What follows belongs to an exercise in optimizing a design on an open flow for small area, a short achievable clock period and few clock cycles; a production flow would make more cautious choices. Function was checked by simulation only, so behaviour that the tests miss may differ from the original.

==> flow/design.v, too long to show whole: its modules and the start of the top module <==
// module geofence: 56 lines
// module cross_pair: 1013 lines
module geofence (clk, reset, X, Y, valid, is_inside);
  // ...
==> flow/flow/run.sh <==
#!/bin/bash
# Standard ORFS layout, with one extra step between synthesis and floorplan:
# flow/polfix.py rewrites the synthesized netlist (same registers, same
# function) to drop the inverters between full adders and to turn half
# adders with an unused output into plain gates.
set -euo pipefail
bash standard.sh synth > synth.log 2>&1
R=orfs/results/${FLOW_PLATFORM}/geofence/base
cp $R/1_2_yosys.v 1_2_yosys.orig.v
python3 flow/polfix.py $R/1_2_yosys.v > polfix.log 2>&1
bash standard.sh finish > finish.log 2>&1
==> flow/flow/polfix.py <==
#!/usr/bin/env python3
"""Clean up a Yosys gate netlist (sky130hd) without changing its function
or its registers:
  * a half adder whose SUM (COUT) drives nothing becomes an and2 (xor2);
  * full adders are self-dual (inverting all three inputs inverts both
    outputs), so each full adder may be flipped; the flips are chosen by
    local search to need as few inverters as possible, and the inverters
    are then rebuilt, one per net that needs its inverse.
usage: polfix.py netlist.v  (rewritten in place)"""
import re, sys

path = sys.argv[1]
txt = open(path).read()
m = re.search(r'\n\s*sky130_fd_sc_hd__', txt)
head, body = txt[:m.start() + 1], txt[m.start() + 1:]
end = body.rindex('endmodule')
tail = body[end:]
body = body[:end]
cell_re = re.compile(r'\s*(sky130_fd_sc_hd__\w+)\s+(\\\S+ |\S+)\s*\((.*?)\);\s*', re.S)
pin_re = re.compile(r'\.(\w+)\(\s*((?:\\\S+ )|[^()\s]+)\s*\)')
cells = []
pos = 0
while pos < len(body):
    mm = cell_re.match(body, pos)
    if not mm:
        raise SystemExit(f"cannot parse near: {body[pos:pos+200]!r}")
    typ, name, pins = mm.group(1), mm.group(2), mm.group(3)
    cells.append({"type": typ, "name": name, "pins": {p: n.strip() if not n.startswith('\\') else n
                                                      for p, n in pin_re.findall(pins)}})
    pos = mm.end()

ports = set()
mh = re.search(r'module\s+\w+\s*\((.*?)\);', head, re.S)
for p in mh.group(1).split(','):
    ports.add(p.strip())
def is_port(n):
    base = n.split('[')[0].strip()
    return base in ports

OUTS = {"X", "Y", "Q", "Q_N", "SUM", "COUT", "HI", "LO"}
def norm(n):
    return n.strip()

def loads_of():
    ld = {}
    for i, c in enumerate(cells):
        for p, n in c["pins"].items():
            if p not in OUTS:
                ld.setdefault(norm(n), []).append((i, p))
    return ld

# 1. half adders with one output unused
ld = loads_of()
nha = 0
for c in cells:
    if re.fullmatch(r'sky130_fd_sc_hd__ha_\d', c["type"]):
        s, co = c["pins"].get("SUM"), c["pins"].get("COUT")
        if s is not None and norm(s) not in ld and not is_port(s):
            c["type"] = "sky130_fd_sc_hd__and2_1"
            c["pins"] = {"A": c["pins"]["A"], "B": c["pins"]["B"], "X": co}
            nha += 1
        elif co is not None and norm(co) not in ld and not is_port(co):
            c["type"] = "sky130_fd_sc_hd__xor2_1"
            c["pins"] = {"A": c["pins"]["A"], "B": c["pins"]["B"], "X": s}
            nha += 1

# 2. polarity: full adders may be flipped (self-dual); 2-input AND-family
# gates may flip inputs and/or output (De Morgan, cell swap); XOR-family
# gates absorb input inversions and may flip their output for free.
drv = {}
for i, c in enumerate(cells):
    for p, n in c["pins"].items():
        if p in OUTS:
            drv[norm(n)] = (i, p)
ld = loads_of()
isinv = lambda c: re.fullmatch(r'sky130_fd_sc_hd__inv_\d+', c["type"]) is not None
isfa = lambda c: re.fullmatch(r'sky130_fd_sc_hd__fa_\d+', c["type"]) is not None
ANDF = {"sky130_fd_sc_hd__and2_1": (0, 0), "sky130_fd_sc_hd__nand2_1": (0, 1),
        "sky130_fd_sc_hd__nor2_1": (1, 0), "sky130_fd_sc_hd__or2_1": (1, 1)}
ANDF_BY = {v: k for k, v in ANDF.items()}
XORF = {"sky130_fd_sc_hd__xor2_1": 0, "sky130_fd_sc_hd__xnor2_1": 1}
INV_AREA = 3.7536
OUTPIN = {"sky130_fd_sc_hd__and2_1": "X", "sky130_fd_sc_hd__or2_1": "X", "sky130_fd_sc_hd__xor2_1": "X",
          "sky130_fd_sc_hd__nand2_1": "Y", "sky130_fd_sc_hd__nor2_1": "Y", "sky130_fd_sc_hd__xnor2_1": "Y"}
def andf_area(i1, o1):
    return 3.7536 if (i1 ^ o1) else 6.256
removable = set()
for i, c in enumerate(cells):
    if isinv(c) and not is_port(c["pins"]["A"]) and not is_port(c["pins"]["Y"]):
        removable.add(i)
def resolve(n):
    n = norm(n); pol = 0
    seen = 0
    while n in drv and drv[n][0] in removable:
        n = norm(cells[drv[n][0]]["pins"]["A"]); pol ^= 1
        seen += 1
        if seen > 100: raise SystemExit("inverter loop")
    return n, pol
kind = {}
for i, c in enumerate(cells):
    if i in removable: continue
    if isfa(c): kind[i] = "fa"
    elif c["type"] in ANDF and set(c["pins"]) in ({"A", "B", "X"}, {"A", "B", "Y"}): kind[i] = "and"
    elif c["type"] in XORF and set(c["pins"]) in ({"A", "B", "X"}, {"A", "B", "Y"}): kind[i] = "xor"
fi = {i: 0 for i in kind}
fo = {i: 0 for i in kind}
reqs = []     # (cell, pin, root, pol)
for i, c in enumerate(cells):
    if i in removable: continue
    for p, n in c["pins"].items():
        if p in OUTS: continue
        r, pol = resolve(n)
        reqs.append((i, p, r, pol))
before_inv = len(removable)
by_root = {}
for k, (i, p, r, pol) in enumerate(reqs):
    by_root.setdefault(r, []).append(k)
def root_phys(r):
    d = drv.get(r)
    if d and d[0] in fo: return fo[d[0]]
    return 0
def mismatch(k):
    i, p, r, pol = reqs[k]
    return pol ^ fi.get(i, 0) ^ root_phys(r)
def need(k):
    if kind.get(reqs[k][0]) == "xor": return 0
    return mismatch(k)
def root_cost(r):
    return INV_AREA if any(need(k) for k in by_root.get(r, [])) else 0.0
def cell_cost(i):
    if kind.get(i) == "and":
        i0, o0 = ANDF[cells[i]["type"]]
        return andf_area(i0 ^ fi[i], o0 ^ fo[i])
    return 0.0
touch = {}
for i in kind:
    rs = set()
    for p, n in cells[i]["pins"].items():
        if p in OUTS: rs.add(norm(n))
        else: rs.add(resolve(n)[0])
    touch[i] = rs
var_ids = list(kind)
def total():
    return sum(root_cost(r) for r in by_root) + sum(cell_cost(i) for i in kind)
cost0 = total()
import random, math
rng = random.Random(1)
def move(i, which):
    if kind[i] == "fa":
        fi[i] ^= 1; fo[i] ^= 1
    elif kind[i] == "and":
        if which == 0: fi[i] ^= 1
        elif which == 1: fo[i] ^= 1
        else: fi[i] ^= 1; fo[i] ^= 1
    else:
        fo[i] ^= 1
def local(i):
    return sum(root_cost(r) for r in touch[i]) + cell_cost(i)
cur = cost0; best = cur
best_state = (dict(fi), dict(fo))
steps = 300000
for st in range(steps):
    T = max(0.05, 4.0 * (1 - st / steps))
    i = var_ids[rng.randrange(len(var_ids))]
    w = rng.randrange(3)
    b = local(i)
    move(i, w)
    a = local(i)
    d = a - b
    if d <= 0 or rng.random() < math.exp(-d / T):
        cur += d
        if cur < best - 1e-9:
            best = cur; best_state = (dict(fi), dict(fo))
    else:
        move(i, w)
fi.update(best_state[0]); fo.update(best_state[1])
cost1 = total()
# rebuild
newcells = [c for i, c in enumerate(cells) if i not in removable]
idx_map = {}
j = 0
for i in range(len(cells)):
    if i not in removable:
        idx_map[i] = j; j += 1
invnet = {}
extra_wires = []
for r, ks in by_root.items():
    if any(need(k) for k in ks):
        nn = f"polfix_n{len(invnet)}"
        invnet[r] = nn
        extra_wires.append(nn)
        newcells.append({"type": "sky130_fd_sc_hd__inv_1", "name": f"polfix_inv{len(invnet)}",
                         "pins": {"A": r, "Y": nn}})
xpar = {}
for k, (i, p, r, pol) in enumerate(reqs):
    c = newcells[idx_map[i]]
    if kind.get(i) == "xor":
        c["pins"][p] = r
        xpar[i] = xpar.get(i, 0) ^ mismatch(k)
    else:
        c["pins"][p] = invnet[r] if need(k) else r
nswap = 0
for i, kd in kind.items():
    c = newcells[idx_map[i]]
    if kd == "and":
        i0, o0 = ANDF[c["type"]]
        t = ANDF_BY[(i0 ^ fi[i], o0 ^ fo[i])]
    elif kd == "xor":
        t0 = XORF[c["type"]]
        t1 = t0 ^ fo[i] ^ xpar.get(i, 0)
        t = "sky130_fd_sc_hd__xnor2_1" if t1 else "sky130_fd_sc_hd__xor2_1"
    else:
        continue
    if t != c["type"]:
        nswap += 1
        onet = c["pins"].get("X", c["pins"].get("Y"))
        c["pins"] = {"A": c["pins"]["A"], "B": c["pins"]["B"],
                     OUTPIN[t]: onet}
        c["type"] = t
total0 = cost0; total1 = cost1
# nets that were only inverter outputs and now float are simply unused wires
def esc(n):
    n = n.strip()
    return n + " " if n.startswith("\\") else n
out = [head.rstrip('\n')]
for w in extra_wires:
    out.append(f"  wire {w};")
for c in newcells:
    pins = ",\n".join(f"    .{p}({esc(n)})" for p, n in c["pins"].items())
    out.append(f"  {c['type']} {c['name']} (\n{pins}\n  );")
out.append(tail)
open(path, "w").write("\n".join(out))
print(f"polfix: {nha} half adders reduced, {before_inv} inverters removed, {len(invnet)} rebuilt, "
      f"{nswap} gates swapped, polarity cost {total0:.1f} -> {total1:.1f} um2")
==> flow/standard.sh <==
#!/bin/bash
# synth_recipe.tcl (not shown) runs the flow's synth.tcl, then flattens the netlist and writes it again
# the make line also repeats each setting of config.mk as NAME=value (left out here)
make -C /OpenROAD-flow-scripts/flow DESIGN_CONFIG=/design/flow/config.mk WORK_HOME=/design/flow/orfs CLKGATE_MAP_FILE= SYNTH_SCRIPT=/design/flow/synth_recipe.tcl "${@:-finish}"
==> flow/config.mk <==
export PLATFORM = sky130hd
export DESIGN_NAME = geofence
export DESIGN_NICKNAME = geofence
export VERILOG_FILES = /design/flow/design.v
export SDC_FILE = /design/flow/constraint.sdc
export NUM_CORES = 4
export LEC_CHECK = 0
export CAP_MARGIN = 20
export CORE_MARGIN = 2
export CORE_UTILIZATION = 40
export PLACE_DENSITY = 0.6
export SETUP_SLACK_MARGIN = 3
export SLEW_MARGIN = 20
==> flow/constraint.sdc <==
create_clock -name core_clock -period 10.0 [get_ports {clk}]
set_input_delay 2.0000 -clock core_clock [delete_from_list [all_inputs] [get_ports {clk}]]
set_output_delay 2.0000 -clock core_clock [all_outputs]
set_load 0.01 [all_outputs]
==> out/metrics.csv, run 1 <==
stage,metric,value,unit
run_status,outcome,"complete, no violations",
final_layout,final_cell_mix,"211 x fa_1, 165 x inv_1, 146 x nand2_1",
critical_path,rrSetupSlack,3.31,ns
placed_design,place.gp.congestion,0.9168,
final_layout,nets,2056,
critical_path,path_buf_inv,2,
final_layout,nFlopsAndLatches,105,
final_layout,buffers,90,
timing,setup_violations,0,
placed_design,hpwl,37.32,mm
clocking,cts_hold_buffers,0,
routing,routed_wl,54.06,mm
routing,first_iter_violations,1361,
final_layout,n_clock_buffer,10,
die,die_w,207.6,um
timing,rsz0062_at_grt,no,
worst_hold_path,hp-start,cnt[0]$_DFF_PP0_,
timing,fin_crit_sh,0.6687,
die,fp-row-count,74,
grt,met3_usage,0.04402,
die,chipHeight,207.6,um
clocking,cts_resized,12,
grt,grt_start_max_net_pins,28,
final_layout,final_area,0.01776,mm^2
routing,routed-wl-met2,25.37,mm
grt,grt_pass1_wl,83.66,mm
synthesis,syn_area,0.01659,mm^2
final_layout,bufAreaShareNonClock,0.04128,
die,dieArea,0.04311,mm^2
timing,fin_hold_ws,0.4679,ns
timing,tightest_slew,0.9363,ns
critical_path,cp-start-kind,register,
die,taps,532,
Testbench counts, summed over its fixed seeds: cycles 28,800.
==> run 2: changes to the inputs <==
--- a/flow/config.mk
+++ b/flow/config.mk
@@ -8,6 +8,6 @@
 export CAP_MARGIN = 20
 export CORE_MARGIN = 2
 export CORE_UTILIZATION = 40
-export PLACE_DENSITY = 0.6
-export SETUP_SLACK_MARGIN = 3
+export PLACE_DENSITY = 0.75
+export SETUP_SLACK_MARGIN = 5
 export SLEW_MARGIN = 20
==> run 2 against run 1 <==
Effect of this change:
- first-iteration DRC count grew 50%
- critical path depth up 3
- critical path type unchanged
- register-to-register slack better by 0.89 ns
- non-clock buffer count grew 117
- sequential share of layout area shrank 1.5 points
- area after synthesis did not move
==> out/metrics.csv, run 2 <==
stage,metric,value,unit,change
die,initial_core_util,0.4053,,unchanged
timing,timing.fmax,172.6,MHz,was 149.5 MHz
routing,via_count,14970,,was 13820
timing,drv_slew,0,,unchanged
grt,antenna_found_initial,0,,unchanged
grt,grt_pass1_wl,86.71,mm,was 83.66 mm
clocking,clkTransAtPathRegs,0.08,ns,about the same
placed_design,place_area,0.01730,mm^2,was 0.01717 mm^2
timing,fin_crit_sh,0.5794,,was 0.6687
synthesis,syn_nets,2122,,unchanged
synthesis,syn_avg_cell_area,9.256,um^2,unchanged
die,chipHeight,207.6,um,unchanged
synthesis,syn_inst,1792,,unchanged
final_layout,fin_cells,2380,,was 2263
timing,finalClockSkew,0.01133,ns,was 0.01120 ns
clocking,clock_path_buffers,2,,unchanged
final_layout,areaGrowthSynthToFinish,18.73,%,was 7.099%
critical_path,critPathCaptureType,register,,unchanged
clocking,htreeDepth,3,,unchanged
die,core,0.04092,mm^2,unchanged
final_layout,n_antenna_cell,0,,unchanged
routing,antenna_left,0,,unchanged
clocking,cts_tree,yes,,unchanged
routing,wl_per_cell,23.93,um,was 23.89 um
grt,overflow,0,,unchanged
critical_path,crit_slowest_cell,fa_1,,was edfxtp_1
final_layout,final_cell_mix,"172 x fa_1, 155 x inv_1, 144 x nand2_1",,"was 211 x fa_1, 165 x inv_1, 146 x nand2_1"
final_layout,final_common_cell,fa_1,,unchanged
die,die_w,207.6,um,unchanged
final_layout,drive_above_1_share,0.2073,,was 0.08088
critical_path,crit_path_max_fanout,5,,was 13
grt,grt_start_max_net_pins,29,,was 28
synthesis,synth_warnings,1,,unchanged
placed_design,hpwl,35.34,mm,was 37.32 mm
clocking,numCtsBuffers,9,,unchanged
timing,period_needed,5.794,ns,was 6.687 ns
clocking,insertion_delay,0.36,ns,about the same
grt,grt_pass1_vias,15320,,was 14240
flow_run,maxCapViolations,0,,unchanged
final_layout,largest_register_ffs,12,,unchanged
routing,drc,0,,unchanged
final_layout,final_area,0.01969,mm^2,was 0.01776 mm^2
critical_path,path_common_cell,fa_1,,unchanged
timing,tns,0,ns,unchanged
critical_path,cp.required,10.08,ns,was 10.00 ns
placed_design,place.gp.congestion,0.9330,,was 0.9168
die,fp-row-count,74,,unchanged
timing,setup_violations,0,,unchanged
synthesis,syn_area,0.01659,mm^2,unchanged
die,dieArea,0.04311,mm^2,unchanged
timing,hold_viol_final,0,,unchanged
timing,slew_headroom,0.4797,,was 0.3745
placed_design,dp_cells,2213,,was 2218
run_status,outcome,"complete, no violations",,unchanged
timing,rsz0062_at_grt,yes,,was no
critical_path,critPathKind,reg -> reg,,unchanged
placed_design,numPortBuffers,23,,unchanged
routing,routed_wl,56.96,mm,was 54.06 mm
grt,grt_use_total,0.2547,,was 0.2499
routing,routed_via_density,6.289,,was 6.106
critical_path,worstPathArrival,5.88,ns,was 6.69 ns
critical_path,crit_chain,nor2b_4 > buf_6 > a22oi_2 > fa_1 > inv_2 > fa_2 > fa_1 > fa_1 > fa_1 > inv_1 > ha_2 > or4_4 > a311oi_2 > o211ai_1 > a41o_1 > nand3_4 > xor2_4 > buf_12 > o21ai_4 > clkbuf_16,,was nor2b_2 > a22oi_1 > fa_1 > inv_1 > fa_1 > fa_1 > fa_1 > fa_1 > inv_1 > ha_1 > or4_1 > a311oi_2 > o211ai_1 > a41o_1 > nand3_2 > xor2_2 > o21ai_2
final_layout,regMostFlops,VD,,unchanged
worst_hold_path,hold_path.class,reg -> reg,,unchanged
clocking,cts_hold_buffers,0,,unchanged
timing,tightest_slew,0.7696,ns,was 0.9363 ns
die,ios,24,,unchanged
final_layout,nets,2173,,was 2056
routing,first_iter_violations,2047,,was 1361
critical_path,max_stage_delay,0.57,ns,was 0.77 ns
critical_path,cp-start-kind,register,,unchanged
clocking,clock_sinks,105,,unchanged
routing,drt_pre_antenna_iters,8,,was 6
clocking,root_buffer,clkbuf_16,,unchanged
==> run 2: area by class of cell <==
class	instances	area, um^2
Tap cell	532	665.6
Timing Repair Buffer	207	1961
Clock inverter	6	57.56
Sequential cell	105	2791
Multi-Input combinational cell	1355	13360
Clock buffer	10	239.0
Inverter	165	623.1
Fill cell	3629	21230
==> run 2: per-stage QoR <==
step	worst slack [ns]	hold slack [ns]	util
6_report	4.206	0.4979	0.4812
5_1_grt	4.065	0.5295	0.4812
4_1_cts	4.310	0.4984	0.4631
3_5_place_dp	3.008	0.4859	0.4228
3_3_place_gp	3.168	0.4337	0.4227
2_1_floorplan	4.411	0.4218	-
==> run 2: timing repair <==
item,in CTS,in global routing
pin swaps,46,45
resized for setup,123,94
gates cloned,3,2
setup buffers,106,40
endpoints found under the setup margin,51,50
==> run 2: worst paths after layout <==
check | start | end | slack (ns) | depth (start not counted)
setup / recovery | RX[3]$_DFFE_PP_ | RX[4]$_DFFE_PP_ | 4.21 | 20
hold reg to reg | cnt[0]$_DFF_PP0_ | cnt[0]$_DFF_PP0_ | 0.50 | 1
max in group asynchronous | reset | cnt[2]$_DFF_PP0_ | 8.00 | 2
min in group asynchronous | reset | cnt[1]$_DFF_PP0_ | 1.83 | 2
setup reg to reg | RX[3]$_DFFE_PP_ | RX[4]$_DFFE_PP_ | 4.21 | 20
hold / removal | cnt[0]$_DFF_PP0_ | cnt[0]$_DFF_PP0_ | 0.50 | 1
==> run 2: critical path: cells and delay by family (launching register included) <==
kind,cells,cell delay (ns)
and+or+nand+nor,3,0.94
buffers and inverters,5,0.58
adders and majority gates,6,2.48
xor gates and xnor gates,1,0.08
AOI/OAI and AO/OA,5,0.92
DFF,1,0.51
==> run 2: layer usage <==
layer | up-vias | GRT usage | routed length (um)
met4 | 0 | 0.1318 | 3511
met2 | 1193 | 0.3975 | 25520
met1 | 7128 | 0.3285 | 20810
met3 | 310 | 0.06233 | 7117
met5 | - | 0 | 0
li1 | 6336 | - | -
==> run 3: changes to the inputs <==
--- a/flow/config.mk
+++ b/flow/config.mk
@@ -8,6 +8,6 @@
 export CAP_MARGIN = 20
 export CORE_MARGIN = 2
 export CORE_UTILIZATION = 40
-export PLACE_DENSITY = 0.75
+export PLACE_DENSITY = 0.6
 export SETUP_SLACK_MARGIN = 5
 export SLEW_MARGIN = 20
==> run 3 against run 2 <==
Effect of this change:
- still clean
- worst setup slack better by 0.0042 ns
- global-route usage up 0.24 points
- first-iteration DRC count is 21% lower
- area after synthesis is the same
- die area is the same
- critical path depth up 1
- synthesized cell count unchanged
- count of clock-buffer cells in the layout is 1 lower
- wire length down 1.5%
- sequential cell count stayed put
==> out/metrics.csv, run 3 <==
stage,metric,value,unit,change
run_status,outcome,"complete, no violations",,unchanged
grt,grt_pass1_wl,85.75,mm,was 86.71 mm
clocking,cts_tree,yes,,unchanged
critical_path,worstPathArrival,5.87,ns,was 5.88 ns
grt,grt_pass1_vias,14600,,was 15320
timing,timing.fmax,172.7,MHz,was 172.6 MHz
die,ios,24,,unchanged
final_layout,ff_latch_area,0.002793,mm^2,was 0.002791 mm^2
clocking,cts_hold_buffers,0,,unchanged
clocking,htreeDepth,3,,unchanged
final_layout,nets,2145,,was 2173
clocking,clkTransAtPathRegs,0.08,ns,about the same
timing,setup_violations,0,,unchanged
final_layout,multi_input_area,0.01323,mm^2,was 0.01336 mm^2
routing,routed_wl,56.13,mm,was 56.96 mm
grt,overflow,0,,unchanged
die,chipHeight,207.6,um,unchanged
final_layout,drive_above_1_share,0.1780,,was 0.2073
critical_path,cp.required,10.08,ns,about the same
flow_run,maxCapViolations,0,,unchanged
timing,slew_headroom,0.4786,,was 0.4797
timing,tns,0,ns,unchanged
routing,wl_per_cell,23.86,um,was 23.93 um
final_layout,nFillCells,3833,,was 3629
clocking,root_buffer,clkbuf_16,,unchanged
final_layout,final_common_cell,fa_1,,unchanged
critical_path,critPathKind,reg -> reg,,unchanged
critical_path,critPathCaptureType,register,,unchanged
timing,period_needed,5.790,ns,was 5.794 ns
routing,drc,0,,unchanged
grt,grt_start_max_net_pins,47,,was 29
placed_design,hpwl,36.37,mm,was 35.34 mm
clocking,insertion_delay,0.36,ns,about the same
placed_design,post-place-ws,2.949,ns,was 3.008 ns
timing,finalClockSkew,0.01676,ns,was 0.01133 ns
final_layout,final_cell_mix,"177 x fa_1, 160 x inv_1, 145 x nand2_1",,"was 172 x fa_1, 155 x inv_1, 144 x nand2_1"
synthesis,syn_inst,1792,,unchanged
timing,rsz0062_at_grt,yes,,unchanged
die,fp-row-count,74,,unchanged
routing,first_iter_violations,1610,,was 2047
die,die_w,207.6,um,unchanged
timing,finalWorstSetupSlack,4.210,ns,was 4.206 ns
final_layout,largest_register_ffs,12,,unchanged
routing,via_count,14200,,was 14970
placed_design,numPortBuffers,23,,unchanged
clocking,numCtsBuffers,9,,unchanged
synthesis,syn_nets,2122,,unchanged
grt,antenna_found_initial,0,,unchanged
synthesis,syn_area,0.01659,mm^2,unchanged
final_layout,areaGrowthSynthToFinish,16.42,%,was 18.73%
final_layout,regMostFlops,VD,,unchanged
critical_path,cp-start-kind,register,,unchanged
critical_path,crit_path_max_fanout,13,,was 5
synthesis,synth_warnings,1,,unchanged
final_layout,n_antenna_cell,0,,unchanged
timing,drv_slew,0,,unchanged
worst_hold_path,hold_path.class,reg -> reg,,unchanged
routing,routed_via_density,6.038,,was 6.289
clocking,clock_sinks,105,,unchanged
timing,tightest_slew,0.7712,ns,was 0.7696 ns
timing,fin_crit_sh,0.5790,,was 0.5794
synthesis,syn_avg_cell_area,9.256,um^2,unchanged
die,initial_core_util,0.4053,,unchanged
grt,grt_use_total,0.2572,,was 0.2547
clocking,clock_path_buffers,2,,unchanged
routing,antenna_left,0,,unchanged
timing,hold_viol_final,0,,unchanged
placed_design,place.gp.congestion,0.9145,,was 0.9330
routing,drt_pre_antenna_iters,6,,was 8
die,core,0.04092,mm^2,unchanged
die,dieArea,0.04311,mm^2,unchanged
## run 3: worst max-delay path, stage by stage (launching register included)
cell	delay (ns)
dfxtp_4	0.43
buf_6	0.24
inv_1	0.14
mux2i_1	0.15
a22oi_1	0.12
fa_1	0.52
inv_1	0.07
fa_2	0.45
fa_2	0.38
fa_2	0.38
fa_1	0.55
inv_1	0.06
ha_2	0.19
or4_4	0.55
nor3_4	0.15
o2111ai_2	0.14
a41oi_2	0.26
nor4b_4	0.10
xnor2_2	0.15
buf_6	0.15
o21ai_4	0.19
buf_6	0.16
## run 3: layout make-up
class	count	area share
clock buffers	9	0.01166
multi-input cells	1355	0.6852
inverters	165	0.03208
clock inverters	7	0.005119
well taps	532	0.03447
repair buffers	179	0.08683
flip-flops and latches	105	0.1446
## run 3: path summary, 6_finish.rpt
check / startpoint / end / slack [ns] / cells past startpoint
setup / recovery: VD[6]$_DFF_P_ / LY[7]$_DFFE_PP_ / 4.21 / 21
hold / removal: cnt[0]$_DFF_PP0_ / cnt[0]$_DFF_PP0_ / 0.46 / 1
setup reg to reg: VD[6]$_DFF_P_ / LY[7]$_DFFE_PP_ / 4.21 / 21
hold reg to reg: cnt[0]$_DFF_PP0_ / cnt[0]$_DFF_PP0_ / 0.46 / 1
max in group asynchronous: reset / cnt[1]$_DFF_PP0_ / 8.01 / 2
min in group asynchronous: reset / cnt[3]$_DFF_PP0_ / 1.82 / 2
## run 3: metrics by stage
| stage | hold slack [ns] | std cells | util | area (um^2) |
|---|---|---|---|---|
| after global routing | 0.5196 | 2352 | 0.4718 | 19310 |
| after floorplan | 0.4218 | 1792 | - | 16970 |
| final | 0.4647 | 2352 | 0.4718 | 19310 |
| after CTS | 0.4693 | 2335 | 0.4633 | 18960 |
| after detailed placement | 0.4561 | 2217 | 0.4235 | 17330 |
| after global placement | 0.4496 | 2217 | 0.4235 | 17330 |
## run 3: timing repair
| action | 4_1_cts | 5_1_grt |
|---|---|---|
| buffers inserted | 98 | 17 |
| cloned | 4 | 0 |
| endpoints found under the setup margin | 51 | 50 |
| resized for setup | 109 | 57 |
| pin swaps | 45 | 25 |
## run 3: layer usage
| layer | part of all wire | global-route usage | wire, um |
|---|---|---|---|
| met1 | 0.40 | 0.3327 | 22240 |
| met4 | 0.049 | 0.1196 | 2743 |
| met5 | 0 | 0 | 0 |
| met2 | 0.45 | 0.4089 | 25510 |
| met3 | 0.10 | 0.05976 | 5630 |
==> run 4: changes to the inputs <==
--- a/flow/config.mk
+++ b/flow/config.mk
@@ -5,9 +5,9 @@
 export SDC_FILE = /design/flow/constraint.sdc
 export NUM_CORES = 4
 export LEC_CHECK = 0
-export CAP_MARGIN = 20
+export CAP_MARGIN = 0
 export CORE_MARGIN = 2
 export CORE_UTILIZATION = 40
 export PLACE_DENSITY = 0.6
 export SETUP_SLACK_MARGIN = 5
-export SLEW_MARGIN = 20
+export SLEW_MARGIN = 0
==> run 4 against run 3 <==
Effect of this change:
- still clean
- fmax stayed put
- hold slack did not move
- clock skew did not move
- first-iteration DRC count unchanged
- count of clock-buffer cells in the layout unchanged
- utilization unchanged
- cell area is the same
- critical endpoint unchanged
==> out/metrics.csv, run 4 <==
stage,metric,value,unit,change
synthesis,syn_area,0.01659,mm^2,unchanged
routing,routed_via_density,6.038,,unchanged
timing,drv_slew,0,,unchanged
routing,wl_per_cell,23.86,um,unchanged
clocking,clock_path_buffers,2,,unchanged
timing,finalClockSkew,0.01676,ns,unchanged
routing,first_iter_violations,1610,,unchanged
critical_path,worstPathArrival,5.87,ns,about the same
timing,tightest_slew,0.7712,ns,unchanged
critical_path,cp-start-kind,register,,unchanged
worst_hold_path,hold_path.class,reg -> reg,,unchanged
grt,grt_use_total,0.2572,,unchanged
worst_hold_path,min_path_cells,1,,unchanged
final_layout,nets,2145,,unchanged
die,dieArea,0.04311,mm^2,unchanged
flow_run,maxCapViolations,0,,unchanged
worst_hold_path,hold_end,cnt[0]$_DFF_PP0_,,unchanged
clocking,clkTransAtPathRegs,0.08,ns,about the same
routing,routed_wl,56.13,mm,unchanged
synthesis,syn_avg_cell_area,9.256,um^2,unchanged
die,initial_core_util,0.4053,,unchanged
timing,setup_violations,0,,unchanged
final_layout,ff_latch_area,0.002793,mm^2,unchanged
placed_design,hpwl,36.37,mm,unchanged
final_layout,areaGrowthSynthToFinish,16.42,%,unchanged
synthesis,syn_nets,2122,,unchanged
critical_path,r2r_cells,21,,unchanged
final_layout,regMostFlops,VD,,unchanged
final_layout,final_cell_mix,"177 x fa_1, 160 x inv_1, 145 x nand2_1",,unchanged
critical_path,rrSetupSlack,4.21,ns,about the same
grt,overflow,0,,unchanged
clocking,root_buffer,clkbuf_16,,unchanged
worst_hold_path,hp-start,cnt[0]$_DFF_PP0_,,unchanged
routing,via_count,14200,,unchanged
routing,drc,0,,unchanged
final_layout,multi_input_area,0.01323,mm^2,unchanged
grt,grt_pass1_wl,85.75,mm,unchanged
die,die_w,207.6,um,unchanged
critical_path,critPathCaptureType,register,,unchanged
grt,grt_pass1_vias,14600,,unchanged
final_layout,largest_register_ffs,12,,unchanged
timing,hold_viol_final,0,,unchanged
critical_path,crit_path_max_fanout,13,,unchanged
die,ios,24,,unchanged
run_status,outcome,"complete, no violations",,unchanged
final_layout,n_antenna_cell,0,,unchanged
final_layout,drive_above_1_share,0.1780,,unchanged
routing,antenna_left,0,,unchanged
die,core,0.04092,mm^2,unchanged
clocking,cts_hold_buffers,0,,unchanged
grt,grt_start_max_net_pins,47,,unchanged
placed_design,numPortBuffers,23,,unchanged
placed_design,place.gp.congestion,0.9145,,unchanged
die,chipHeight,207.6,um,unchanged
synthesis,synth_warnings,1,,unchanged
timing,period_needed,5.790,ns,unchanged
die,fp-row-count,74,,unchanged
grt,antenna_found_initial,0,,unchanged
timing,fin_hold_ws,0.4647,ns,unchanged
synthesis,syn_inst,1792,,unchanged
clocking,cts_tree,yes,,unchanged
clocking,clock_sinks,105,,unchanged
clocking,htreeDepth,3,,unchanged
timing,slew_headroom,0.4786,,unchanged
routing,drt_pre_antenna_iters,6,,unchanged
clocking,numCtsBuffers,9,,unchanged
critical_path,critPathKind,reg -> reg,,unchanged
critical_path,rr_endpoint,LY[7]$_DFFE_PP_,,unchanged
timing,tns,0,ns,unchanged
critical_path,r2r_start,VD[6]$_DFF_P_,,unchanged
final_layout,final_common_cell,fa_1,,unchanged
timing,fin_crit_sh,0.5790,,unchanged
timing,rsz0062_at_grt,yes,,unchanged
critical_path,cp.required,10.08,ns,about the same
timing,timing.fmax,172.7,MHz,unchanged
final_layout,nFillCells,3833,,unchanged
clocking,insertion_delay,0.36,ns,about the same
==> run 4: timing repair <==
action                                  CTS  global route
endpoints found under the setup margin   51            50
pin swaps                                45            25
setup buffers                            98            17
gates resized for setup                 109            57
cloned                                    4             0
==> run 4: worst max-delay path, stage by stage (launching register included) <==
cell and delay (ns):
dfxtp_4 0.43, buf_6 0.24, inv_1 0.14, mux2i_1 0.15, a22oi_1 0.12, fa_1 0.52
inv_1 0.07, fa_2 0.45, fa_2 0.38, fa_2 0.38, fa_1 0.55, inv_1 0.06
ha_2 0.19, or4_4 0.55, nor3_4 0.15, o2111ai_2 0.14, a41oi_2 0.26, nor4b_4 0.10
xnor2_2 0.15, buf_6 0.15, o21ai_4 0.19, buf_6 0.16
==> run 4: per-layer routing <==
metal / global-route usage / vias to the layer above / share of wire / wire (um)
met5: 0 / - / 0 / 0
met4: 0.1196 / 0 / 0.049 / 2743
met3: 0.05976 / 202 / 0.10 / 5630
met2: 0.4089 / 828 / 0.45 / 25510
met1: 0.3327 / 6885 / 0.40 / 22240
li1: - / 6286 / - / -
==> run 4: metrics by stage <==
step	cells	utilization	instance area (um^2)	worst slack (ns)
floorplan	1792	-	16970	4.411
global placement	2217	0.4235	17330	3.208
detailed placement	2217	0.4235	17330	2.949
CTS	2335	0.4633	18960	4.163
global route	2352	0.4718	19310	4.022
finish	2352	0.4718	19310	4.210
==> run 4: cell type report <==
type | count | area share
Sequential cell | 105 | 0.1446
Timing Repair Buffer | 179 | 0.08683
Inverter | 165 | 0.03208
Tap cell | 532 | 0.03447
Clock buffer | 9 | 0.01166
Clock inverter | 7 | 0.005119
Multi-Input combinational cell | 1355 | 0.6852
==> run 4: worst max path at each step <==
stage / from / end / slack, ns
4_1_cts: LX[3]$_DFFE_PP_ / LY[1]$_DFFE_PP_ / 4.16
3_3_place_gp: LX[1]$_DFFE_PP_ / LY[7]$_DFFE_PP_ / 3.21
6_report: VD[6]$_DFF_P_ / LY[7]$_DFFE_PP_ / 4.21
2_1_floorplan: LY[2]$_DFFE_PP_ / LX[0]$_DFFE_PP_ / 4.41
5_1_grt: RY[6]$_DFFE_PP_ / RX[3]$_DFFE_PP_ / 4.02
3_5_place_dp: LX[0]$_DFFE_PP_ / LY[7]$_DFFE_PP_ / 2.95
==> run 5: changes to the inputs <==
==> flow/config.mk (replaced) <==
export PLATFORM = sky130hd
export DESIGN_NAME = geofence
export DESIGN_NICKNAME = geofence
export VERILOG_FILES = /design/flow/design.v
export SDC_FILE = /design/flow/constraint.sdc
export NUM_CORES = 4
export LEC_CHECK = 0
export ABC_AREA = 1
export CAP_MARGIN = 20
export CORE_MARGIN = 2
export CORE_UTILIZATION = 40
export PLACE_DENSITY = 0.5
export SETUP_SLACK_MARGIN = 5
export SLEW_MARGIN = 20
==> run 5 against run 4 <==
Effect of this change:
- utilization grew 3.5 points
- cell area shrank 1.2%
- first-iteration DRC count up 20%
- via count up 6.4%
- count of clock-buffer cells in the layout unchanged
- clock skew down 0.0078 ns
- sequential share of layout area increased by 0.30 points
- fmax grew 9.3%
- still clean
==> out/metrics.csv, run 5 <==
stage,metric,value,unit,change
routing,drt_pre_antenna_iters,6,,unchanged
routing,routed_via_density,6.157,,was 6.038
final_layout,nets,2267,,was 2145
timing,finalClockSkew,0.008979,ns,was 0.01676 ns
placed_design,numPortBuffers,23,,unchanged
run_status,outcome,"complete, no violations",,unchanged
final_layout,regMostFlops,VD,,unchanged
final_layout,final_area,0.01907,mm^2,was 0.01931 mm^2
routing,via_count,15100,,was 14200
clocking,insertion_delay,0.35,ns,was 0.36 ns
final_layout,final_util,0.5064,,was 0.4718
synthesis,synth_warnings,1,,unchanged
timing,setup_violations,0,,unchanged
final_layout,final_cell_mix,"264 x nand2_1, 209 x inv_1, 184 x buf_4",,"was 177 x fa_1, 160 x inv_1, 145 x nand2_1"
timing,tightest_slew,0.8844,ns,was 0.7712 ns
timing,drv_slew,0,,unchanged
placed_design,place_area,0.01595,mm^2,was 0.01733 mm^2
die,chipHeight,199.4,um,was 207.6 um
die,fp-row-count,71,,was 74
die,core,0.03767,mm^2,was 0.04092 mm^2
synthesis,syn_area,0.01527,mm^2,was 0.01659 mm^2
critical_path,critPathCaptureType,register,,unchanged
grt,grt_pass1_vias,14890,,was 14600
timing,fin_hold_ws,0.4744,ns,was 0.4647 ns
routing,routed_wl,63.84,mm,was 56.13 mm
timing,period_needed,5.299,ns,was 5.790 ns
placed_design,dp_cells,2255,,was 2217
routing,drc,0,,unchanged
die,die_w,199.4,um,was 207.6 um
timing,slew_headroom,0.4097,,was 0.4786
final_layout,drive_above_1_share,0.2606,,was 0.1780
timing,fin_crit_sh,0.5299,,was 0.5790
routing,wl_per_cell,26.03,um,was 23.86 um
routing,first_iter_violations,1924,,was 1610
critical_path,max_stage_delay,0.51,ns,was 0.55 ns
placed_design,place.gp.congestion,0.9646,,was 0.9145
critical_path,cp.required,10.05,ns,was 10.08 ns
synthesis,syn_avg_cell_area,8.433,um^2,was 9.256 um^2
critical_path,cp-start-kind,register,,unchanged
grt,grt_start_max_net_pins,21,,was 47
timing,tns,0,ns,unchanged
worst_hold_path,hold_path.class,reg -> reg,,unchanged
final_layout,areaGrowthSynthToFinish,24.90,%,was 16.42%
critical_path,path_buf_inv,4,,was 6
synthesis,syn_inst,1811,,was 1792
grt,grt_use_total,0.3259,,was 0.2572
final_layout,largest_register_ffs,12,,unchanged
grt,antenna_found_initial,0,,unchanged
routing,antenna_left,0,,unchanged
timing,rsz0062_at_grt,yes,,unchanged
clocking,htreeDepth,3,,unchanged
timing,hold_viol_final,0,,unchanged
grt,overflow,0,,unchanged
critical_path,path_common_cell,nand2_4,,
critical_path,crit_slowest_cell,fa_1,,unchanged
clocking,root_buffer,clkbuf_16,,unchanged
grt,grt_pass1_wl,94.01,mm,was 85.75 mm
critical_path,crit_path_max_fanout,18,,was 13
die,initial_core_util,0.4055,,was 0.4053
timing,timing.fmax,188.7,MHz,was 172.7 MHz
clocking,clock_sinks,105,,unchanged
final_layout,final_common_cell,nand2_1,,was fa_1
clocking,clock_path_buffers,2,,unchanged
clocking,numCtsBuffers,9,,unchanged
critical_path,critPathKind,reg -> reg,,unchanged
final_layout,n_antenna_cell,0,,unchanged
synthesis,syn_nets,2141,,was 2122
critical_path,crit_chain,buf_4 > clkinvlp_4 > buf_4 > nand2_1 > o221ai_1 > ha_1 > fa_2 > fa_1 > fa_1 > fa_1 > inv_1 > ha_1 > nor2_4 > nand3_1 > nand3_2 > a21oi_2 > nand2_2 > nand2_4 > nand2_4 > nand2_4 > nand2_4 > nand2_8 > nand2_8,,was buf_6 > inv_1 > mux2i_1 > a22oi_1 > fa_1 > inv_1 > fa_2 > fa_2 > fa_2 > fa_1 > inv_1 > ha_2 > or4_4 > nor3_4 > o2111ai_2 > a41oi_2 > nor4b_4 > xnor2_2 > buf_6 > o21ai_4 > buf_6
clocking,cts_tree,yes,,unchanged
placed_design,post-place-ws,3.491,ns,was 2.949 ns
critical_path,cp_top_family,adder cells,,unchanged
clocking,clkTransAtPathRegs,0.07,ns,was 0.08 ns
flow_run,maxCapViolations,0,,unchanged
critical_path,worstPathArrival,5.34,ns,was 5.87 ns
die,ios,24,,unchanged
final_layout,fin_cells,2453,,was 2352
die,dieArea,0.03976,mm^2,was 0.04311 mm^2
timing,finalWorstSetupSlack,4.701,ns,was 4.210 ns
placed_design,hpwl,44.46,mm,was 36.37 mm
run 5: cell count changes in the layout (fill, tap and decap cells not counted), sizes merged, moves of 74 or more:
cell / previous run / this run
a21oi: 49 / 123
a22o: 142 / 1
a22oi: 75 / 0
inv: 168 / 246
mux2i: 134 / 0
nand2: 146 / 322
o21ai: 145 / 44
o221ai: 1 / 163
run 5: layout make-up:
| class | count | area (um^2) |
|---|---|---|
| inverter | 273 | 1157 |
| fill | 3612 | 18590 |
| sequential | 105 | 2816 |
| clock inverter | 7 | 60.06 |
| timing repair buffer | 226 | 1887 |
| tap | 511 | 639.4 |
| clock buffer | 9 | 225.2 |
| timing repair inverter | 1 | 5.005 |
| multi-input combinational | 1321 | 12280 |
run 5: per-layer routing:
| layer | vias to the layer above | share of wire | GRT usage | wire (um) |
|---|---|---|---|---|
| met5 | - | 0 | 0 | 0 |
| met2 | 1110 | 0.43 | 0.4972 | 27400 |
| met1 | 7301 | 0.40 | 0.4423 | 25470 |
| met3 | 243 | 0.12 | 0.06987 | 7463 |
| met4 | 0 | 0.055 | 0.1528 | 3507 |
| li1 | 6450 | - | - | - |
run 5: repair_timing:
| action | CTS | global route |
|---|---|---|
| cloned | 6 | 1 |
| pin swaps | 67 | 54 |
| gates resized for setup | 290 | 94 |
| setup endpoints to repair | 52 | 49 |
| buffers inserted | 148 | 27 |
| hold buffers | 0 | 0 |
run 5: final timing paths:
path	start	cells after the start	slack, ns	endpoint
max	VY[5]$_DFF_P_	23	4.70	RX[0]$_DFFE_PP_
min	deg$_SDFFE_PP1P_	2	0.47	deg$_SDFFE_PP1P_
max reg2reg	VY[5]$_DFF_P_	23	4.70	RX[0]$_DFFE_PP_
min reg2reg	deg$_SDFFE_PP1P_	2	0.47	deg$_SDFFE_PP1P_
max in group asynchronous	reset	2	7.97	cnt[1]$_DFF_PP0_
min in group asynchronous	reset	2	1.84	cnt[0]$_DFF_PP0_
run 5: tightest hold or removal path: stages (launching register included):
cell     delay [ns]
dfxtp_1        0.33
nand3_2        0.07
nand2_1        0.04
==> run 6: changes to the inputs <==
--- a/flow/config.mk
+++ b/flow/config.mk
@@ -9,6 +9,6 @@
 export CAP_MARGIN = 20
 export CORE_MARGIN = 2
 export CORE_UTILIZATION = 40
-export PLACE_DENSITY = 0.5
-export SETUP_SLACK_MARGIN = 5
+export PLACE_DENSITY = 0.6
+export SETUP_SLACK_MARGIN = 3
 export SLEW_MARGIN = 20
==> run 6 against run 5 <==
Effect of this change:
- final cell count decreased by 7.1%
- count of clock-buffer cells in the layout unchanged
- sequential cell count unchanged
- via count decreased by 7.4%
- register-to-register slack got worse by 1.5 ns
- utilization decreased by 7.5 points
- synthesized cell count unchanged
- first-iteration DRC count increased by 5.0%
- critical path type unchanged
==> out/metrics.csv, run 6 <==
stage,metric,value,unit,change
critical_path,crit_slowest_cell,dfxtp_1,,was fa_1
grt,grt_use_total,0.3033,,was 0.3259
synthesis,syn_inst,1811,,unchanged
synthesis,syn_nets,2141,,unchanged
critical_path,rrSetupSlack,3.24,ns,was 4.70 ns
grt,grt_pass1_vias,14100,,was 14890
critical_path,crit_chain,clkinvlp_4 > buf_4 > nand2_1 > o21ai_0 > a31oi_1 > fa_1 > fa_1 > fa_1 > fa_1 > fa_1 > inv_1 > ha_1 > or2_1 > nor3_2 > nor2b_1 > nand2_1 > nand2_1 > nand2_1 > nand2_1 > nand2_1 > nand2_1 > nand2_1 > nand2_2,,was buf_4 > clkinvlp_4 > buf_4 > nand2_1 > o221ai_1 > ha_1 > fa_2 > fa_1 > fa_1 > fa_1 > inv_1 > ha_1 > nor2_4 > nand3_1 > nand3_2 > a21oi_2 > nand2_2 > nand2_4 > nand2_4 > nand2_4 > nand2_4 > nand2_8 > nand2_8
routing,via_count,13980,,was 15100
routing,drc,0,,unchanged
grt,antenna_found_initial,0,,unchanged
timing,hold_viol_final,0,,unchanged
worst_hold_path,hold_end,valid$_DFF_PP0_,,was deg$_SDFFE_PP1P_
clocking,cts_hold_buffers,0,,unchanged
critical_path,cp.required,9.98,ns,was 10.05 ns
grt,grt_pass1_wl,88.18,mm,was 94.01 mm
critical_path,rr_endpoint,RY[7]$_DFFE_PP_,,was RX[0]$_DFFE_PP_
synthesis,syn_area,0.01527,mm^2,unchanged
synthesis,syn_avg_cell_area,8.433,um^2,unchanged
clocking,root_buffer,clkbuf_16,,unchanged
routing,routed_wl,58.95,mm,was 63.84 mm
placed_design,numPortBuffers,23,,unchanged
timing,tns,0,ns,unchanged
critical_path,critPathCaptureType,register,,unchanged
critical_path,path_buf_inv,3,,was 4
timing,drv_slew,0,,unchanged
die,initial_core_util,0.4055,,unchanged
routing,antenna_left,0,,unchanged
synthesis,synth_warnings,1,,unchanged
clocking,insertion_delay,0.35,ns,about the same
flow_run,maxCapViolations,0,,unchanged
timing,tightest_slew,1.000,ns,was 0.8844 ns
critical_path,crit_path_max_fanout,22,,was 18
placed_design,place_area,0.01595,mm^2,about the same
die,fp-row-count,71,,unchanged
placed_design,dp_cells,2261,,was 2255
critical_path,r2r_start,VY[10]$_DFF_P_,,was VY[5]$_DFF_P_
critical_path,r2r_cells,23,,unchanged
clocking,clock_sinks,105,,unchanged
final_layout,largest_register_ffs,12,,unchanged
clocking,htreeDepth,3,,unchanged
final_layout,areaGrowthSynthToFinish,6.496,%,was 24.90%
final_layout,drive_above_1_share,0.04014,,was 0.2606
final_layout,n_antenna_cell,0,,unchanged
final_layout,final_cell_mix,"310 x nand2_1, 261 x inv_1, 211 x fa_1",,"was 264 x nand2_1, 209 x inv_1, 184 x buf_4"
worst_hold_path,hp-start,cnt[2]$_DFF_PP0_,,was deg$_SDFFE_PP1P_
timing,timing.fmax,148.0,MHz,was 188.7 MHz
routing,routed_via_density,6.133,,was 6.157
die,chipHeight,199.4,um,unchanged
timing,finalClockSkew,0.009020,ns,was 0.008979 ns
timing,setup_violations,0,,unchanged
critical_path,cp_top_family,adder cells,,unchanged
timing,finalWorstSetupSlack,3.244,ns,was 4.701 ns
final_layout,final_area,0.01626,mm^2,was 0.01907 mm^2
routing,first_iter_violations,2020,,was 1924
final_layout,fin_cells,2280,,was 2453
timing,rsz0062_at_grt,no,,was yes
routing,drt_pre_antenna_iters,9,,was 6
die,core,0.03767,mm^2,unchanged
final_layout,regMostFlops,VD,,unchanged
timing,fin_hold_ws,0.5615,ns,was 0.4744 ns
clocking,numCtsBuffers,9,,unchanged
worst_hold_path,min_path_cells,2,,unchanged
final_layout,final_common_cell,nand2_1,,unchanged
placed_design,hpwl,43.97,mm,was 44.46 mm
final_layout,nets,2094,,was 2267
critical_path,worstPathArrival,6.74,ns,was 5.34 ns
timing,period_needed,6.756,ns,was 5.299 ns
clocking,cts_tree,yes,,unchanged
placed_design,place.gp.congestion,0.9795,,was 0.9646
critical_path,max_stage_delay,0.88,ns,was 0.51 ns
worst_hold_path,hold_path.class,reg -> reg,,unchanged
clocking,clkTransAtPathRegs,0.07,ns,about the same
placed_design,post-place-ws,2.771,ns,was 3.491 ns
grt,grt_start_max_net_pins,23,,was 21
critical_path,path_common_cell,nand2_1,,was nand2_4
timing,fin_crit_sh,0.6756,,was 0.5299
critical_path,cp-start-kind,register,,unchanged
run_status,outcome,"complete, no violations",,unchanged
die,die_w,199.4,um,unchanged
die,ios,24,,unchanged
critical_path,critPathKind,reg -> reg,,unchanged
clocking,clock_path_buffers,2,,unchanged
routing,wl_per_cell,25.85,um,was 26.03 um
die,dieArea,0.03976,mm^2,unchanged
timing,slew_headroom,0.3321,,was 0.4097
grt,overflow,0,,unchanged
==> run 6: final cells by class <==
cell class                 instances  area, um^2
fill                            3773       21400
inverter                         273        1028
clock buffer                       9       225.2
tap                              511       639.4
clock inverter                     7       58.81
timing repair buffer              60       508.0
multi-input combinational       1315       11030
sequential                       105        2779
==> run 6: metrics by stage <==
stage            util
2_1_floorplan       -
3_3_place_gp   0.4233
3_5_place_dp   0.4233
4_1_cts        0.4309
5_1_grt        0.4318
6_report       0.4318
==> run 6: how the worst max path moves through the flow <==
stage / end / start / slack [ns] / depth (start not counted)
2_1_floorplan: LX[0]$_DFFE_PP_ / VY[10]$_DFF_P_ / 4.47 / 23
3_3_place_gp: RX[0]$_DFFE_PP_ / VY[10]$_DFF_P_ / 2.82 / 22
3_5_place_dp: RY[0]$_DFFE_PP_ / VY[10]$_DFF_P_ / 2.77 / 22
4_1_cts: RX[3]$_DFFE_PP_ / VY[10]$_DFF_P_ / 3.07 / 22
5_1_grt: RX[3]$_DFFE_PP_ / VY[10]$_DFF_P_ / 3.00 / 23
6_report: RY[7]$_DFFE_PP_ / VY[10]$_DFF_P_ / 3.24 / 23
==> run 6: timing repair <==
action                                 4_1_cts  5_1_grt
resized for setup                            1        2
buffers inserted                             0        3
endpoints found under the hold margin        0        0
setup endpoints to repair                   22       44
==> run 6: metal layers <==
| metal | vias to the layer above | routed length, um | track usage |
|---|---|---|---|
| li1 | 6095 | - | - |
| met1 | 6718 | 24320 | 0.4105 |
| met2 | 964 | 25540 | 0.4681 |
| met3 | 206 | 6439 | 0.07325 |
| met4 | 0 | 2651 | 0.1202 |
| met5 | - | 0 | 0 |
==> run 6: worst reg2reg max path: stages (launching register included) <==
cell	delay [ns]
dfxtp_1	0.88
clkinvlp_4	0.26
buf_4	0.19
nand2_1	0.05
o21ai_0	0.11
a31oi_1	0.34
fa_1	0.53
fa_1	0.53
fa_1	0.43
fa_1	0.43
fa_1	0.55
inv_1	0.05
ha_1	0.19
or2_1	0.24
nor3_2	0.14
nor2b_1	0.15
nand2_1	0.06
nand2_1	0.12
nand2_1	0.09
nand2_1	0.07
nand2_1	0.06
nand2_1	0.19
nand2_1	0.20
nand2_2	0.51
==> run 7: changes to the inputs <==
--- a/flow/config.mk
+++ b/flow/config.mk
@@ -10,5 +10,5 @@
 export CORE_MARGIN = 2
 export CORE_UTILIZATION = 40
 export PLACE_DENSITY = 0.6
-export SETUP_SLACK_MARGIN = 3
+export SETUP_SLACK_MARGIN = 2
 export SLEW_MARGIN = 20
==> run 7 against run 6 <==
Effect of this change:
- still clean
- clock skew rose by 0.00054 ns
- synthesized cell count did not move
- wire length fell by 0.15%
- critical path depth fell by 1
- register-to-register slack got worse by 0.60 ns
- final cell count fell by 0.13%
- critical path type unchanged
- critical endpoint is now RX[3]$_DFFE_PP_
==> out/metrics.csv, run 7 <==
stage,metric,value,unit,change
final_layout,multi_input_area,0.01102,mm^2,was 0.01103 mm^2
routing,wl_per_cell,25.85,um,about the same
timing,tns,0,ns,unchanged
timing,setup_violations,0,,unchanged
clocking,clock_path_buffers,2,,unchanged
die,dieArea,0.03976,mm^2,unchanged
clocking,clkTransAtPathRegs,0.07,ns,about the same
grt,grt_start_max_net_pins,23,,unchanged
worst_hold_path,hold_end,valid$_DFF_PP0_,,unchanged
synthesis,syn_inst,1811,,unchanged
worst_hold_path,hold_path.class,reg -> reg,,unchanged
routing,first_iter_violations,1923,,was 2020
clocking,numCtsBuffers,9,,unchanged
worst_hold_path,hp-start,cnt[2]$_DFF_PP0_,,unchanged
critical_path,critPathCaptureType,register,,unchanged
clocking,clock_sinks,105,,unchanged
routing,drt_pre_antenna_iters,6,,was 9
critical_path,rrSetupSlack,2.65,ns,was 3.24 ns
synthesis,syn_avg_cell_area,8.433,um^2,unchanged
routing,via_count,14110,,was 13980
timing,period_needed,7.354,ns,was 6.756 ns
timing,slew_headroom,0.3118,,was 0.3321
grt,overflow,0,,unchanged
placed_design,place.gp.congestion,0.9795,,unchanged
clocking,root_buffer,clkbuf_16,,unchanged
grt,grt_use_total,0.3033,,about the same
placed_design,numPortBuffers,23,,unchanged
routing,drc,0,,unchanged
timing,fin_crit_sh,0.7354,,was 0.6756
timing,hold_viol_final,0,,unchanged
timing,finalWorstSetupSlack,2.646,ns,was 3.244 ns
final_layout,ff_latch_area,0.002778,mm^2,was 0.002779 mm^2
final_layout,n_antenna_cell,0,,unchanged
clocking,cts_hold_buffers,0,,unchanged
final_layout,nFillCells,3777,,was 3773
clocking,cts_resized,0,,was 1
critical_path,cp-start-kind,register,,unchanged
grt,antenna_found_initial,0,,unchanged
die,ios,24,,unchanged
clocking,post_cts_buffers,0,,unchanged
final_layout,nets,2091,,was 2094
timing,finalClockSkew,0.009564,ns,was 0.009020 ns
clocking,insertion_delay,0.35,ns,about the same
critical_path,critPathKind,reg -> reg,,unchanged
placed_design,place_area,0.01595,mm^2,unchanged
critical_path,worstPathArrival,7.32,ns,was 6.74 ns
placed_design,hpwl,43.97,mm,unchanged
critical_path,r2r_cells,22,,was 23
timing,tightest_slew,1.031,ns,was 1.000 ns
die,core,0.03767,mm^2,unchanged
synthesis,synth_warnings,1,,unchanged
clocking,cts_tree,yes,,unchanged
die,initial_core_util,0.4055,,unchanged
final_layout,regMostFlops,VD,,unchanged
critical_path,cp.required,9.97,ns,was 9.98 ns
final_layout,final_common_cell,nand2_1,,unchanged
critical_path,crit_path_max_fanout,22,,unchanged
synthesis,syn_area,0.01527,mm^2,unchanged
run_status,outcome,"complete, no violations",,unchanged
critical_path,rr_endpoint,RX[3]$_DFFE_PP_,,was RY[7]$_DFFE_PP_
grt,grt_pass1_vias,14100,,about the same
routing,routed_via_density,6.198,,was 6.133
die,fp-row-count,71,,unchanged
die,die_w,199.4,um,unchanged
final_layout,final_cell_mix,"311 x nand2_1, 262 x inv_1, 211 x fa_1",,"was 310 x nand2_1, 261 x inv_1, 211 x fa_1"
grt,grt_pass1_wl,88.24,mm,was 88.18 mm
timing,timing.fmax,136.0,MHz,was 148.0 MHz
placed_design,post-place-ws,2.771,ns,unchanged
die,chipHeight,199.4,um,unchanged
timing,rsz0062_at_grt,no,,unchanged
final_layout,largest_register_ffs,12,,unchanged
timing,drv_slew,0,,unchanged
clocking,htreeDepth,3,,unchanged
critical_path,r2r_start,VY[10]$_DFF_P_,,unchanged
final_layout,final_area,0.01623,mm^2,was 0.01626 mm^2
synthesis,syn_nets,2141,,unchanged
final_layout,drive_above_1_share,0.03681,,was 0.04014
routing,antenna_left,0,,unchanged
flow_run,maxCapViolations,0,,unchanged
final_layout,areaGrowthSynthToFinish,6.300,%,was 6.496%
routing,routed_wl,58.86,mm,was 58.95 mm
worst_hold_path,min_path_cells,2,,unchanged
[run 7: cell count changes in the layout (fill, tap and decap cells not counted)]
| cell | delta |
|---|---|
| clkinvlp_4 | -1 |
| nand2_1 | +1 |
| dfxtp_2 | -1 |
| nand2_2 | -1 |
| dfxtp_1 | +1 |
| buf_4 | -3 |
| inv_1 | +1 |
[run 7: how the worst max path moves through the flow]
stage / startpoint / endpoint / slack, ns / cells past startpoint
3_3_place_gp: VY[10]$_DFF_P_ / RX[0]$_DFFE_PP_ / 2.82 / 22
6_report: VY[10]$_DFF_P_ / RX[3]$_DFFE_PP_ / 2.65 / 22
5_1_grt: VY[10]$_DFF_P_ / RX[4]$_DFFE_PP_ / 2.35 / 22
2_1_floorplan: VY[10]$_DFF_P_ / LX[0]$_DFFE_PP_ / 4.47 / 23
3_5_place_dp: VY[10]$_DFF_P_ / RY[0]$_DFFE_PP_ / 2.77 / 22
4_1_cts: VY[10]$_DFF_P_ / RX[3]$_DFFE_PP_ / 2.78 / 22
[run 7: critical path, cell delays in order (launching register included)]
cell	delay, ns
dfxtp_1	0.82
inv_1	0.67
nand2_1	0.20
o21ai_0	0.13
a31oi_1	0.33
fa_1	0.53
fa_1	0.54
fa_1	0.43
fa_1	0.43
fa_1	0.55
inv_1	0.05
ha_1	0.19
or2_1	0.24
nor3_2	0.14
nor2b_1	0.15
nand2_1	0.06
nand2_1	0.12
nand2_1	0.09
nand2_1	0.07
nand2_1	0.06
nand2_1	0.19
nand2_1	0.19
nand2_1	0.79
[run 7: area by class of cell]
| type | count | share of cell area |
|---|---|---|
| Tap cell | 511 | 0.03938 |
| Sequential cell | 105 | 0.1711 |
| Inverter | 273 | 0.06312 |
| Multi-Input combinational cell | 1315 | 0.6790 |
| Timing Repair Buffer | 57 | 0.02990 |
| Clock buffer | 9 | 0.01387 |
| Clock inverter | 7 | 0.003622 |
[run 7: stage by stage]
step                  util  cells  hold slack (ns)
finish              0.4310   2277           0.5617
global route        0.4310   2277           0.5719
CTS                 0.4309   2277           0.5462
detailed placement  0.4233   2261           0.5303
global placement    0.4233   2261           0.5410
floorplan                -   1811           0.4202
[run 7: layer usage]
layer  GRT usage  vias up  part of all wire  wire (um)
met4      0.1199        0             0.048       2829
met3     0.07291      221              0.11       6432
met5           0        -                 0          0
met1      0.4115     6783              0.41      24280
met2      0.4674     1011              0.43      25320
li1            -     6098                 -          -
==> run 8: changes to the inputs <==
--- a/flow/config.mk
+++ b/flow/config.mk
@@ -10,5 +10,5 @@
 export CORE_MARGIN = 2
 export CORE_UTILIZATION = 40
 export PLACE_DENSITY = 0.6
-export SETUP_SLACK_MARGIN = 2
+export SETUP_SLACK_MARGIN = 5
 export SLEW_MARGIN = 20
==> run 8 against run 7 <==
Effect of this change:
- clock skew down 0.00060 ns
- cell area increased by 15%
- critical endpoint is now RX[8]$_DFFE_PP_
==> out/metrics.csv, run 8 <==
stage,metric,value,unit,change
placed_design,numPortBuffers,23,,unchanged
placed_design,place.gp.congestion,0.9894,,was 0.9795
final_layout,n_antenna_cell,0,,unchanged
critical_path,cp-start-kind,register,,unchanged
clocking,root_buffer,clkbuf_16,,unchanged
run_status,outcome,"complete, no violations",,unchanged
grt,grt_use_total,0.3218,,was 0.3033
die,fp-row-count,71,,unchanged
routing,wl_per_cell,26.06,um,was 25.85 um
routing,drt_pre_antenna_iters,6,,unchanged
grt,grt_pass1_wl,93.72,mm,was 88.24 mm
final_layout,drive_above_1_share,0.2225,,was 0.03681
critical_path,worstPathArrival,5.44,ns,was 7.32 ns
critical_path,rr_endpoint,RX[8]$_DFFE_PP_,,was RX[3]$_DFFE_PP_
placed_design,place_area,0.01596,mm^2,was 0.01595 mm^2
clocking,clkTransAtPathRegs,0.07,ns,about the same
placed_design,post-place-ws,3.407,ns,was 2.771 ns
clocking,insertion_delay,0.35,ns,about the same
worst_hold_path,hold_path.class,reg -> reg,,unchanged
final_layout,areaGrowthSynthToFinish,22.05,%,was 6.300%
final_layout,largest_register_ffs,12,,unchanged
die,initial_core_util,0.4055,,unchanged
clocking,htreeDepth,3,,unchanged
critical_path,cp.required,10.05,ns,was 9.97 ns
grt,antenna_found_initial,0,,unchanged
critical_path,critPathCaptureType,register,,unchanged
final_layout,regMostFlops,VD,,unchanged
placed_design,dp_cells,2256,,was 2261
timing,tns,0,ns,unchanged
routing,drc,0,,unchanged
critical_path,rrSetupSlack,4.61,ns,was 2.65 ns
timing,drv_slew,0,,unchanged
critical_path,r2r_cells,21,,was 22
grt,grt_start_max_net_pins,21,,was 23
synthesis,syn_inst,1811,,unchanged
clocking,numCtsBuffers,9,,unchanged
timing,finalWorstSetupSlack,4.608,ns,was 2.646 ns
critical_path,crit_path_max_fanout,17,,was 22
synthesis,syn_avg_cell_area,8.433,um^2,unchanged
timing,hold_viol_final,0,,unchanged
worst_hold_path,min_path_cells,2,,unchanged
die,dieArea,0.03976,mm^2,unchanged
routing,routed_wl,62.86,mm,was 58.86 mm
timing,tightest_slew,1.420,ns,was 1.031 ns
critical_path,r2r_start,VX[5]$_DFF_P_,,was VY[10]$_DFF_P_
placed_design,hpwl,43.96,mm,was 43.97 mm
clocking,cts_tree,yes,,unchanged
final_layout,fin_cells,2412,,was 2277
routing,first_iter_violations,1838,,was 1923
die,ios,24,,unchanged
final_layout,final_common_cell,nand2_1,,unchanged
die,core,0.03767,mm^2,unchanged
timing,finalClockSkew,0.008966,ns,was 0.009564 ns
clocking,cts_hold_buffers,0,,unchanged
grt,grt_pass1_vias,14960,,was 14100
die,chipHeight,199.4,um,unchanged
critical_path,critPathKind,reg -> reg,,unchanged
routing,routed_via_density,6.213,,was 6.198
synthesis,syn_area,0.01527,mm^2,unchanged
clocking,clock_sinks,105,,unchanged
timing,setup_violations,0,,unchanged
final_layout,nets,2226,,was 2091
routing,via_count,14990,,was 14110
timing,slew_headroom,0.04881,,was 0.3118
final_layout,final_cell_mix,"266 x nand2_1, 220 x inv_1, 190 x fa_1",,"was 311 x nand2_1, 262 x inv_1, 211 x fa_1"
timing,fin_hold_ws,0.4903,ns,was 0.5617 ns
timing,timing.fmax,185.4,MHz,was 136.0 MHz
flow_run,maxCapViolations,0,,unchanged
timing,period_needed,5.392,ns,was 7.354 ns
timing,fin_crit_sh,0.5392,,was 0.7354
grt,overflow,0,,unchanged
worst_hold_path,hold_end,deg$_SDFFE_PP1P_,,was valid$_DFF_PP0_
synthesis,syn_nets,2141,,unchanged
die,die_w,199.4,um,unchanged
final_layout,final_area,0.01864,mm^2,was 0.01623 mm^2
synthesis,synth_warnings,1,,unchanged
final_layout,final_util,0.4949,,was 0.4310
timing,rsz0062_at_grt,yes,,was no
routing,antenna_left,0,,unchanged
clocking,clock_path_buffers,2,,unchanged
worst_hold_path,hp-start,deg$_SDFFE_PP1P_,,was cnt[2]$_DFF_PP0_
## run 8: timing repair
item                       in CTS  in global routing
hold endpoints to repair        0                  0
gates cloned                    6                  0
setup endpoints to repair      52                 50
gates resized for setup       224                113
pin swaps                      49                 58
buffers inserted              101                 33
## run 8: worst max path at each step
stage	from	endpoint	slack, ns	cells after the start
5_1_grt	RY[0]$_DFFE_PP_	is_inside$_DFFE_PP_	4.44	25
2_1_floorplan	RY[4]$_DFFE_PP_	RX[0]$_DFFE_PP_	5.01	22
3_5_place_dp	VY[10]$_DFF_P_	RX[1]$_DFFE_PP_	3.41	22
6_report	VX[5]$_DFF_P_	RX[8]$_DFFE_PP_	4.61	21
3_3_place_gp	VY[10]$_DFF_P_	RX[0]$_DFFE_PP_	3.44	22
4_1_cts	RX[2]$_DFFE_PP_	RX[10]$_DFFE_PP_	4.57	22
## run 8: final cells by class
type	instances	area, um^2
Fill cell	3566	19030
Timing Repair Buffer	186	1612
Tap cell	511	639.4
Inverter	273	1121
Multi-Input combinational cell	1321	12170
Clock inverter	5	46.29
Sequential cell	105	2818
Clock buffer	11	232.7
## run 8: worst max-delay path, stage by stage (launching register included)
cell and delay (ns):
dfxtp_4 0.55, clkinv_2 0.28, o22ai_1 0.22, a21oi_1 0.09
fa_1 0.50, inv_1 0.06, fa_1 0.44, fa_1 0.46
fa_1 0.52, fa_1 0.51, inv_1 0.05, ha_1 0.22
nor3_4 0.18, nor2b_1 0.15, nand2_1 0.07, nand2_2 0.13
nand2_4 0.07, nand2_2 0.08, nand2_2 0.07, nand2_4 0.10
nand2_8 0.12, nand2_8 0.19
## run 8: per-layer routing
| layer | up-vias | track usage | wire length, um |
|---|---|---|---|
| li1 | 6370 | - | - |
| met4 | 0 | 0.1811 | 4538 |
| met5 | - | 0 | 0 |
| met1 | 7216 | 0.4282 | 24710 |
| met2 | 1119 | 0.4851 | 26630 |
| met3 | 280 | 0.07156 | 6972 |

## what the ideal ports hide
The results above use ideal ports. As a check the final layouts listed here were re-extracted and re-timed, cells and wires unchanged.
Step 1, drivers: a clkbuf_16 drives clk and a buf_2 each remaining input, both assumed.
Step 2 also shifts input and output timing later by t, the mid clock arrival at the registers, as if the neighbouring blocks saw the same clock.
a / b / c = ideal ports / drivers / drivers and shift; a / b = the first two.
| run | t, ns | setup WS [ns] | worst hold slack (ns) |
|---|---|---|---|
| run 1 | 0.404 | 3.313 / 3.313 / 3.313 | 0.468 / 0.468 / 0.468 |
| run 2 | 0.399 | 4.206 / 4.206 / 4.206 | 0.498 / 0.498 / 0.498 |
| run 3 | 0.398 | 4.210 / 4.210 / 4.210 | 0.465 / 0.465 / 0.465 |
| run 4 | 0.398 | 4.210 / 4.210 / 4.210 | 0.465 / 0.465 / 0.465 |
| run 5 | 0.389 | 4.701 / 4.701 / 4.701 | 0.474 / 0.474 / 0.474 |
| run 6 | 0.381 | 3.244 / 3.244 / 3.244 | 0.561 / 0.561 / 0.561 |
| run 7 | 0.380 | 2.646 / 2.646 / 2.646 | 0.562 / 0.562 / 0.562 |
| run 8 | 0.385 | 4.608 / 4.608 / 4.608 | 0.490 / 0.490 / 0.490 |
After both steps setup and hold are still met in every run listed.
